This design comes from an exercise in tuning for small area, a short achievable clock period and few clock cycles on the open sky130 flow, not from production work. Function was not checked in any run shown here: the RTL went through the layout flow alone. Power is estimated from default activity; no workload was simulated.

## flow/design.v (module list and top-level ports; edited modules follow where they fit)
// module fa: 5 lines
// module ha: 5 lines
// module hn: 6 lines
// module nd: 5 lines
// module an: 5 lines
// module gpc: 6 lines
// module gc: 5 lines
// module top: 5481 lines
module top(clk, rst, start, x, y, z, mem_rdata, mem_addr, mem_wdata, mem_wen, done);
  // ...
==> flow/flow/run.sh <==
#!/bin/bash
set -euo pipefail
export BUFFER_PORTS_ARGS="-buffer_cell sky130_fd_sc_hd__buf_4"
bash standard.sh > standard.log 2>&1
==> flow/standard.sh <==
#!/bin/bash
# synth_recipe.tcl (not shown) runs the flow's synth.tcl, then flattens the netlist and writes it again
# the make line also repeats each setting of config.mk as NAME=value (left out here)
make -C /OpenROAD-flow-scripts/flow DESIGN_CONFIG=/design/flow/config.mk WORK_HOME=/design/flow/orfs CLKGATE_MAP_FILE= SYNTH_SCRIPT=/design/flow/synth_recipe.tcl "${@:-finish}"
==> flow/config.mk <==
export PLATFORM = sky130hd
export DESIGN_NAME = top
export DESIGN_NICKNAME = top
export VERILOG_FILES = /design/flow/design.v
export SDC_FILE = /design/flow/constraint.sdc
export NUM_CORES = 4
export LEC_CHECK = 0
export CAP_MARGIN = 20
export CORE_MARGIN = 2
export CORE_UTILIZATION = 40
export CTS_CLUSTER_DIAMETER = 70
export CTS_CLUSTER_SIZE = 30
export SLEW_MARGIN = 20
export SYNTH_HIERARCHICAL = 1
==> flow/constraint.sdc <==
create_clock -name core_clock -period 10.0 [get_ports {clk}]
set_input_delay 2.0000 -clock core_clock [delete_from_list [all_inputs] [get_ports {clk}]]
set_output_delay 2.0000 -clock core_clock [all_outputs]
set_load 0.01 [all_outputs]
==> summary.txt, run 1 <==
outcome=complete, no violations; multi-input combinational area share=56.22%; r2r endpoint=r2889$_DFF_P_; Util after Layout=44.03%; Post-CTS Hold Buffers=0; Vias/cell=5.212; Sequential Power=about 6600 uW; via count=30,940; Ports=81; Synth Net Count=5,022; r2r startpoint=C[3][2]$_DFF_P_; register area=about 0.020 sq mm; antenna violations before repair=34; flop2flop setup slack=6.58 ns; DIE AREA=0.1364 sq mm; slowest CP cell=dfxtp_1; combinational power share=a little over half; first-pass GRT wire length=around 220,000 um; GR met3 Demand/Resource=about 4.1%; Placer Congestion=0.9795; worst slack at placement=6.623 ns; Max Slew Vio Count=0; CP top delay family=adder cells; top power group=combinational cells; Final Skew=0.05017 ns; Hold Slack=0.3374 ns; ordered list of cells on the worst path=and2_1, fa_1, fa_1, fa_1, fa_1, ha_1; most used cell, CP=fa_1; Congestion Overflow GR=0; clk tree area frac=4.317%; Setup WS post-layout=6.580 ns; DP Area=0.05600 sq mm; Syn Area/Cell=roughly 13 sq um; Hold Path Class=flop to flop; CTS Buf Count=66; bufs w/o clock=96; synthesized instance count=a little over 4,000; Horiz. Die Dim=369.4 um; postcts setup bufs=0; most common cell after layout, fill and taps aside=and2_1; critical path data arrival time=4.02 ns; YS warnings=9; worst-path fanout max=11; commonest cells after routing, fill and taps aside=and2_1, fa_1, dfxtp_1
==> run 2: changes to the inputs <==
--- a/flow/config.mk
+++ b/flow/config.mk
@@ -10,5 +10,5 @@
 export CORE_UTILIZATION = 40
 export CTS_CLUSTER_DIAMETER = 70
 export CTS_CLUSTER_SIZE = 30
-export SLEW_MARGIN = 20
+export SLEW_MARGIN = 50
 export SYNTH_HIERARCHICAL = 1
==> run 2 against run 1 <==
Net effect: still clean; hold slack got worse by 0.00085 ns; sequential cell count did not move; total power decreased by 0.80%; routed wire length decreased by 0.44%; count of clock-buffer cells in the layout is 12 lower; setup slack worse by 0.058 ns; area after synthesis is the same; critical path type unchanged.
==> summary.txt, run 2 <==
DIE AREA=0.1364 sq mm (unchanged); Max Slew Vio Count=0 (unchanged); worst IR drop on VDD=0.2343 mV (was 0.2236 mV); Root Driver=clkbuf_16 (unchanged); total clock sinks=908 (unchanged); Hold Path Cell Cnt=0 (unchanged); Worst Setup Path Type=flop to flop (unchanged); synthesized instance count=4,029 (unchanged); Final period util=34.79% (was 34.20%); Pwr Density=353.4 mW/mm^2 (was 356.0 mW/mm^2); Die Ht=369.4 um (unchanged); core area=0.1330 sq mm (unchanged); Initial DRT Pass Iterations=5 (unchanged); first-pass GRT wire length=222,800 um (was 222,900 um); routed length on met2=70,300 um (was 69,870 um); Mapped Area=0.05340 sq mm (unchanged); Layout area overhead=9.568% (was 9.640%); r2r endpoint=r2889$_DFF_P_ (unchanged); Hold Path Class=flop to flop (unchanged); DRC violations left=0 (unchanged); maxcap violations=0 (unchanged); RSZ-0062 raised after global routing=false (unchanged); met3 wire len=11,510 um (was 11,970 um); outcome=complete, no violations (unchanged); Critical Path RT=10.60 ns (about the same); Horiz. Die Dim=369.4 um (unchanged); drt first-iter violations=2,570 (was 2,728); most common cell after layout, fill and taps aside=and2_1 (unchanged); Hold Startpoint=C[50][2]$_DFF_P_ (unchanged); Initial Util=40.16% (unchanged); CTS Buf Count=60 (was 66); share of cells above drive strength 1=18.10% (was 18.19%); Biggest register=C (unchanged); Largest register FFs=440 (unchanged); Final Hold Violating Endpoints=0 (unchanged); Clock Tree Buf Depth=3 (unchanged); antenna-violating nets left=0 (unchanged); CTS clock-pin slew for the worst setup and hold paths=0.11 ns (about the same); Congestion Overflow GR=0 (unchanged); crit start category=flop (unchanged); leakage=0.02591 uW (was 0.02595 uW); number of global-route vias before repair=32,140 (was 32,150); DP Area=0.05608 sq mm (was 0.05600 sq mm); # setup viols final=0 (unchanged); commonest cells after routing, fill and taps aside=and2_1, fa_1, dfxtp_1 (unchanged); setup TNS=0 ns (unchanged); Slew HR=48.89% (was 20.89%); TritonCTS clock tree=done (unchanged); via count=30,860 (was 30,940); Post-CTS Resized=0 (unchanged); Ports=81 (unchanged); Port Buf Inserts=80 (unchanged); YS warnings=9 (unchanged); Worst setup EP type=flop (unchanged); wire length on met1=66,500 um (was 66,490 um); Synth Net Count=5,022 (unchanged); reg2reg path depth=6 (unchanged); Vias/cell=5.199 (was 5.212); final wirelength=153,100 um (was 153,800 um); Util after Layout=44.00% (was 44.03%); Placer Congestion=0.9795 (unchanged); fmax=287.5 MHz (was 292.4 MHz); Syn Area/Cell=13.25 sq um (unchanged); H-Tree Depth=2 (was 3); wire per inst=25.80 um (was 25.91 um); design area=0.05850 sq mm (was 0.05854 sq mm); GRT Total Usage=22.67% (was 22.79%); Final Skew=0.05378 ns (was 0.05017 ns); Post-CTS Hold Buffers=0 (unchanged); hold endpoint=C[51][2]$_DFF_P_ (unchanged); postcts setup bufs=0 (unchanged); critical path data arrival time=4.08 ns (was 4.02 ns); dpl hpwl=120,700 um (was 120,400 um); r2r startpoint=C[3][2]$_DFF_P_ (unchanged); largest net degree at the start of global routing=98 (was 183); Slew @ Worst Pin=0.7656 ns (was 1.187 ns); Max Used Layer=met5 (unchanged); flop2flop setup slack=6.52 ns (was 6.58 ns); worst-path fanout max=11 (unchanged); # rows=134 (unchanged); antenna violations before repair=33 (was 34); NumNets Final=5,100 (was 5,103); Top Registers=C: 440 flops, F: 128 flops (unchanged); worst-skew pair later-pin latency=0.72 ns (was 0.70 ns); Tmin final=3.479 ns (was 3.420 ns)
## run 2: final cells by class
| type | instances | area [sq um] |
|---|---|---|
| diodes | 14 | 35.03 |
| well taps | 1768 | 2212 |
| inverters | 24 | 90.09 |
| clock inverters | 46 | 857.1 |
| flip-flops and latches | 908 | 20060 |
| fillers | 12230 | 74450 |
| multi-input cells | 3014 | 32910 |
| repair buffers | 99 | 808.3 |
| clock buffers | 63 | 1534 |
## run 2: how the worst max path moves through the flow
stage,start,endpoint,slack (ns),depth (start not counted)
4_1_cts,C[3][2]$_DFF_P_,r2889$_DFF_P_,6.58,6
3_3_place_gp,C[3][2]$_DFF_P_,r2889$_DFF_P_,6.62,6
6_report,C[3][2]$_DFF_P_,r2889$_DFF_P_,6.52,6
5_1_grt,C[3][2]$_DFF_P_,r2889$_DFF_P_,6.48,6
3_5_place_dp,C[3][2]$_DFF_P_,r2889$_DFF_P_,6.61,6
2_1_floorplan,r3167$_DFF_P_,fq[0][7]$_DFFE_PP_,6.93,9
## run 2: worst max-delay path: stages, from the launching register on
cell	delay, ns
dfxtp_1	0.83
and2_1	0.26
fa_1	0.43
fa_1	0.43
fa_1	0.58
fa_1	0.58
ha_1	0.22
## run 2: metrics by stage
step / setup slack [ns] / instances / power [uW] / hold WS [ns]
detailed placement: 6.609 / 5813 / 17790 / 0.3121
global placement: 6.619 / 5810 / 17530 / 0.3116
floorplan: 6.931 / 4029 / 13400 / 0.3096
finish: 6.521 / 5936 / 20670 / 0.3365
CTS: 6.578 / 5922 / 20800 / 0.3386
global route: 6.479 / 5923 / 22220 / 0.3452
## run 2: report_power, final
| group | internal, uW | switching, uW | leakage (uW) |
|---|---|---|---|
| logic | 5400 | 5710 | 0.0171 |
| clock network | 1290 | 1680 | 0.00113 |
| registers | 5270 | 1320 | 0.00771 |
| total | 12000 | 8700 | 0.0259 |
## run 2: layer usage
layer | GRT usage, % | up-vias
met1 | 32.00 | 16210
met4 | 7.033 | 4
met2 | 35.41 | 1005
met3 | 4.145 | 168
met5 | 0 | -
li1 | - | 13470

static timing again, ports no longer ideal:
Ports are ideal in the flow. The routed layouts listed here were re-timed in OpenROAD. Step 1 sets driving cells, clkbuf_16 on the clock port and buf_2 on the other inputs (assumed; they add their load-dependent delay and slew). Step 2 adds t to the input delays and takes it off the output delays; t is the mean of the earliest and latest rising clock arrival at the registers after step 1. Input paths then give back, and output paths get back, about the clock's delay inside the block. Slacks: no drivers / after step 1 / after step 2; pairs: no drivers / after step 1.
run	shift t [ns]	slack for setup (ns)	worst setup path at the end
run 1	0.756	6.580 / 6.580 / 6.580	register to register
run 2	0.778	6.521 / 6.521 / 6.521	register to register
After both steps every run listed still meets setup and hold.
